Context: an optimization exercise on an open-source flow, tuned for small area and a short achievable clock period. The choices shown serve that exercise and are no tape-out recipe. RTL that was checked went through simulation tests only; none was proved equivalent to the original. Power figures rest on the tool's default switching activity, not on a simulated workload. The flow treats the clock pin as an ideal source, which a real chip does not have.

Design mojo_top, start of the top module:
module mojo_top(
   input          clk,               
   input          rst_n,             
   input          mosi,
   output         miso,
   input          sclk,
   input          cs
);
   wire  [7:0] din;
   wire  [7:0] dout;
   wire        done;
   wire        done_next;
   spi spi(
      .clk  (clk     ),
      .rst  (rst_n   ),
      .ss   (cs      ),
      .mosi (mosi    ),
      .miso (miso    ),
      .sck  (sclk    ),
      .done (done    ),
      .done_next (done_next),
      .din  (din     ),
      .dout (dout    )
   );
   Edge Edge(
      .nReset     (rst_n   ),
      .Clk        (clk     ),
      .en         (done    ),
      .en_next    (done_next),
      .PixelIn    (dout    ),
      .PixelOut   (din     )
   );
endmodule
make LEC_CHECK=0 CAP_MARGIN=20 CORE_MARGIN=2 CORE_UTILIZATION=60 CTS_CLUSTER_DIAMETER=80 CTS_CLUSTER_SIZE=30 PLACE_DENSITY=0.7 SETUP_SLACK_MARGIN=2.5 SLEW_MARGIN=20 finish   # period 5.0 ns
run.sh (not shown) runs the stock make flow with config.mk's settings and CLKGATE_MAP_FILE= SYNTH_SCRIPT=/design/flow/synth_recipe.tcl, a recipe that flattens the netlist after the stock synthesis.
==> next run, changes <==
CORE_UTILIZATION = 55   (was 60)
PLACE_DENSITY = 0.65   (was 0.7)
Effect:
- The new run finished with timing, DRC and antenna clean
- total power barely changes
- sequential power barely changes
- setup slack loses 0.041 ns
- utilization decreases by 5.3 points
- flip-flop and latch count stays the same
- count of clock-buffer cells in the layout went up by 1
- routed wire length is lower by 1.2%
- cell area climbs by 0.31%
No functional check of the RTL was part of any run of this note.

* * *

Setup of run 1:
mojo_top, a different RTL version from the one above (not shown whole).
Size: roughly 12,000 flip-flops, roughly 6 I/O pins.
==> flow/config.mk <==
export PLATFORM = sky130hd
export DESIGN_NAME = mojo_top
export DESIGN_NICKNAME = mojo_top
export VERILOG_FILES = /design/flow/design.v
export SDC_FILE = /design/flow/constraint.sdc
export NUM_CORES = 4
export LEC_CHECK = 0
export CAP_MARGIN = 20
export CORE_MARGIN = 2
export CORE_UTILIZATION = 65
export CTS_CLUSTER_DIAMETER = 80
export CTS_CLUSTER_SIZE = 30
export PLACE_DENSITY = 0.75
export SETUP_SLACK_MARGIN = 2.5
export SLEW_MARGIN = 20
==> flow/constraint.sdc <==
create_clock -name core_clock -period 5.0 [get_ports {clk}]
set_input_delay 1.0000 -clock core_clock [delete_from_list [all_inputs] [get_ports {clk}]]
set_output_delay 1.0000 -clock core_clock [all_outputs]
set_load 0.01 [all_outputs]
Run 1: done, clean on timing, DRC and antenna
#### Input delta (run 2 over run 1)
-- flow/config.mk --
<<< run 1, line 10
export CORE_UTILIZATION = 65
>>> run 2, line 10
export CORE_UTILIZATION = 55
<<< run 1, line 13
export PLACE_DENSITY = 0.75
>>> run 2, line 13
export PLACE_DENSITY = 0.65
There was hardly any difference in share of the clock period used by the worst path after layout between run 1 and run 2.
The total stage count of the critical path in run 2 was lower than what run 1 gave.
Status: overall power consumption parity (run 2, run 1)
Relative to run 2, the following input files were edited for run 3:
-- flow/config.mk --
<<< run 2, line 10
export CORE_UTILIZATION = 55
>>> run 3, line 10
export CORE_UTILIZATION = 65
<<< run 2, line 13
export PLACE_DENSITY = 0.65
export SETUP_SLACK_MARGIN = 2.5
>>> run 3, line 13
export PLACE_DENSITY = 0.75
Results
The average via count per standard cell in run 3 sits about 5.6% above the value recorded for run 2.
Going from run 2 to run 3, weighted congestion reported at the end of routability-driven placement grew by a few percent.
When the final numbers for run 3 and run 2 were put side by side, the transition at the pin with the smallest max-transition slack turned out to be greater in run 2.
Relative to run 2, cell area has decreased by about 0.5% in run 3.
Between run 3 and run 2, the difference in total design power is negligible.
Run 3 ends up with higher routed wire length than run 2 does.
Relative to run 2, run 3 improves die area.
Compared with run 2, in run 3 smallest hold slack higher; relative slew slack went up by 1.9 points; number of placed cells counting well taps dropped 5.0%.
Here is what was changed in the inputs of run 4 compared with run 3.
-- flow/config.mk --
<<< run 3, line 10
export CORE_UTILIZATION = 65
export CTS_CLUSTER_DIAMETER = 80
export CTS_CLUSTER_SIZE = 30
export PLACE_DENSITY = 0.75
>>> run 4, line 10
export CORE_UTILIZATION = 50
### Flow results
- Looking at critical path's largest stage delay, run 4 sits 30 ps lower than run 3 does.
- Routed wire length in run 4 vs run 3: up 1.1%
- Diff run 3 -> run 4: maximum ir drop on the vdd rail went down; design area went up.
- Run 4 vs run 3, most congested layer reported by global routing: met1 vs met2
- Number of global-route vias before repair, run 4 and run 3, lower one = run 3.

* * *

Setup of the previous run:
The RTL this note starts from:
==> flow/design.v <==
module spi(
    input clk,
    input rst,
    input ss,
    input mosi,
    output miso,
    input sck,
    output done,
    output done_next,
    input [7:0] din,
    output [7:0] dout
    );
reg mosi_d, mosi_q;
reg ss_d, ss_q;
reg sck_d, sck_q;
reg sck_old_d, sck_old_q;
reg [7:0] data_d, data_q;
reg done_d, done_q;
reg [2:0] bit_ct_d, bit_ct_q;
reg [7:0] dout_d, dout_q;
reg miso_d, miso_q;
assign miso = miso_q;
assign done = done_q;
assign done_next = done_d;
assign dout = dout_q;
always @(*) begin
    ss_d = ss;
    mosi_d = mosi;
    miso_d = miso_q;
    sck_d = sck;
    sck_old_d = sck_q;
    data_d = data_q;
    done_d = 1'b0;
    bit_ct_d = bit_ct_q;
    dout_d = dout_q;
    if (ss_q) begin
        bit_ct_d = 3'b0;
        data_d = din;
        miso_d = data_q[7];
    end else begin
        if (!sck_old_q && sck_q) begin  
            data_d = {data_q[6:0], mosi_q};
            bit_ct_d = bit_ct_q + 1'b1;
            if (bit_ct_q == 3'b111) begin
                dout_d = {data_q[6:0], mosi_q};
                done_d = 1'b1;
                data_d = din;
            end
        end else if (sck_old_q && !sck_q) begin  
            miso_d = data_q[7];
        end
    end
end
always @(posedge clk) begin
    if (!rst) begin
        done_q <= 1'b0;
        bit_ct_q <= 3'b0;
        dout_q <= 8'b0;
        miso_q <= 1'b1;
    end else begin
        done_q <= done_d;
        bit_ct_q <= bit_ct_d;
        dout_q <= dout_d;
        miso_q <= miso_d;
    end
    sck_q <= sck_d;
    mosi_q <= mosi_d;
    ss_q <= ss_d;
    data_q <= data_d;
    sck_old_q <= sck_old_d;
end
endmodule
module Edge(
   input wire        nReset,
   input wire        Clk,
   input wire        en,         
   input wire        en_next,    
   input wire [7:0]  PixelIn,
   output reg [7:0]  PixelOut
);
   parameter WIDTH  = 1000;
   parameter WIDTH2 = WIDTH*2;
   parameter BUFF   = WIDTH*2 + 10;
   parameter P      = 30;                  
   localparam NR    = BUFF / P;            
   reg [4:0] c;
   reg       pend;
   reg       sh;                           
   reg       shn;                          
   wire      req  = en | pend;
   wire [4:0] c_n = (sh || c == P-1) ? 5'd0 : c + 5'd1;
   wire      sh_n = (en_next | (req & ~sh)) & (c_n == 5'd0);
   always @(posedge Clk) begin
      if (!nReset) begin
         c    <= 5'd0;
         pend <= 1'b0;
         sh   <= 1'b0;
         shn  <= 1'b1;
      end else begin
         c    <= c_n;
         pend <= req & ~sh;
         sh   <=  sh_n;
         shn  <= ~sh_n;
      end
   end
   reg [6*(BUFF+1)-1:0] pd;
   function [5:0] ringin;
      input [5:0] prev;
      input [5:0] tail;
      input       take;
      input       keep;
      ringin = (prev & {6{take}}) | (tail & {6{keep}});
   endfunction
   generate
      genvar i;
      for (i = 0; i <= BUFF; i = i + 1) begin : slot
         if (i == 0) begin : first
            always @(posedge Clk)
               pd[5:0] <= ringin(PixelIn[7:2], pd[6*(P-1) +: 6], sh, shn);
         end else if (i == BUFF) begin : last
            always @(posedge Clk)
               pd[6*i +: 6] <= sh ? pd[6*(i-1) +: 6] : pd[6*i +: 6];
         end else if (i % P == 0) begin : head
            always @(posedge Clk)
               pd[6*i +: 6] <= ringin(pd[6*(i-1) +: 6], pd[6*(i+P-1) +: 6], sh, shn);
         end else begin : body
            always @(posedge Clk)
               pd[6*i +: 6] <= pd[6*(i-1) +: 6];
         end
      end
   endgenerate
   wire [5:0] b0 = pd[6*(BUFF)          +: 6];
   wire [5:0] b1 = pd[6*(BUFF-1)        +: 6];
   wire [5:0] b2 = pd[6*(BUFF-2)        +: 6];
   wire [5:0] m0 = pd[6*(BUFF-WIDTH)    +: 6];
   wire [5:0] m2 = pd[6*(BUFF-WIDTH-2)  +: 6];
   wire [5:0] t0 = pd[6*(BUFF-WIDTH2)   +: 6];
   wire [5:0] t1 = pd[6*(BUFF-WIDTH2-1) +: 6];
   wire [5:0] t2 = pd[6*(BUFF-WIDTH2-2) +: 6];
   function [5:0] absd;
      input [5:0] a;
      input [5:0] b;
      absd = (a > b) ? a - b : b - a;
   endfunction
   reg [4:0] horz_bottom, horz_top, vert_left, vert_right;
   reg [5:0] horz_middle, vert_middle;
   always @(posedge Clk) begin
      if (sh) begin
         horz_bottom <= absd(b0, b2) >> 1;
         horz_middle <= absd(m0, m2);
         horz_top    <= absd(t0, t2) >> 1;
         vert_right  <= absd(b0, t0) >> 1;
         vert_middle <= absd(b1, t1);
         vert_left   <= absd(b2, t2) >> 1;
      end
   end
   reg [6:0] s_a, s_b;
   reg [5:0] s_c;
   always @(posedge Clk) begin
      s_a <= horz_bottom + horz_middle;
      s_b <= vert_middle + vert_left;
      s_c <= horz_top + vert_right;
      if (en) PixelOut <= s_a + s_b + s_c;
   end
endmodule
module mojo_top(
   input          clk,               
   input          rst_n,             
   input          mosi,
   output         miso,
   input          sclk,
   input          cs
);
   wire  [7:0] din;
   wire  [7:0] dout;
   wire        done;
   wire        done_next;
   spi spi(
      .clk  (clk     ),
      .rst  (rst_n   ),
      .ss   (cs      ),
      .mosi (mosi    ),
      .miso (miso    ),
      .sck  (sclk    ),
      .done (done    ),
      .done_next (done_next),
      .din  (din     ),
      .dout (dout    )
   );
   Edge Edge(
      .nReset     (rst_n   ),
      .Clk        (clk     ),
      .en         (done    ),
      .en_next    (done_next),
      .PixelIn    (dout    ),
      .PixelOut   (din     )
   );
endmodule
export LEC_CHECK = 0
export CAP_MARGIN = 20
export CORE_MARGIN = 2
export CORE_UTILIZATION = 55
export CTS_CLUSTER_DIAMETER = 80
export CTS_CLUSTER_SIZE = 34
export PLACE_DENSITY = 0.65
export SETUP_SLACK_MARGIN = 2.5
export SLEW_MARGIN = 20
create_clock -name core_clock -period 5.0 [get_ports {clk}]
Input-level comparison between the current run and the previous run:
- a change of PLACE_DENSITY from 0.65 to 0.55
- a change of CORE_UTILIZATION from 55 to 45
==> run notes <==
Time the worst path needs with I/O delays and setup delta (the current run − the previous run): unfavourable. The current run against the previous run: hold slack lost 0.0033 ns, static leakage power has increased.
Function was not checked in any run of this note: the RTL went through the layout flow alone.

## what the ideal ports hide
In the flow no input, the clock included, has a driving cell. The finished layouts below were timed again as built, in two steps.
Step 1, drivers: a clkbuf_16 drives clk and a buf_2 each remaining input, both assumed.
Step 2 also shifts input and output timing later by t, the mid clock arrival at the registers, as if the neighbouring blocks saw the same clock.
Slacks: ideal ports / drivers / drivers and shift; pairs: ideal ports / drivers.
| run | t, ns | setup slack, ns | worst setup path after step 2 | latest minus earliest clock arrival (ns) | cell pins on the clock port's net |
|---|---|---|---|---|---|
| the first run of note 1 | 1.069 | 2.560 / 2.468 / 2.560 | register to register | 0.066 / 0.066 | 1 |
| the second run of note 1 | 1.071 | 2.519 / 2.472 / 2.519 | register to register | 0.056 / 0.056 | 1 |
| run 1 | 1.069 | 2.554 / 2.468 / 2.456 | input to register | 0.037 / 0.036 | 1 |
| run 2 | 1.094 | 2.557 / 2.449 / 2.594 | register to register | 0.063 / 0.064 | 1 |
| run 3 | 1.070 | 2.072 / 1.970 / 2.424 | input to register | 0.038 / 0.037 | 1 |
| run 4 | 1.214 | 1.970 / 1.858 / 2.325 | register to register | 0.057 / 0.058 | 1 |
| the previous run | 1.079 | 2.500 / 2.460 / 2.500 | register to register | 0.073 / 0.073 | 1 |
| the current run | 1.114 | 2.434 / 2.324 / 2.639 | register to register | 0.068 / 0.068 | 1 |
After both steps setup and hold are still met in every run listed. The setup slack of run 1, which loses most, moves by -0.086 ns with the drivers and by -0.098 ns with both steps.
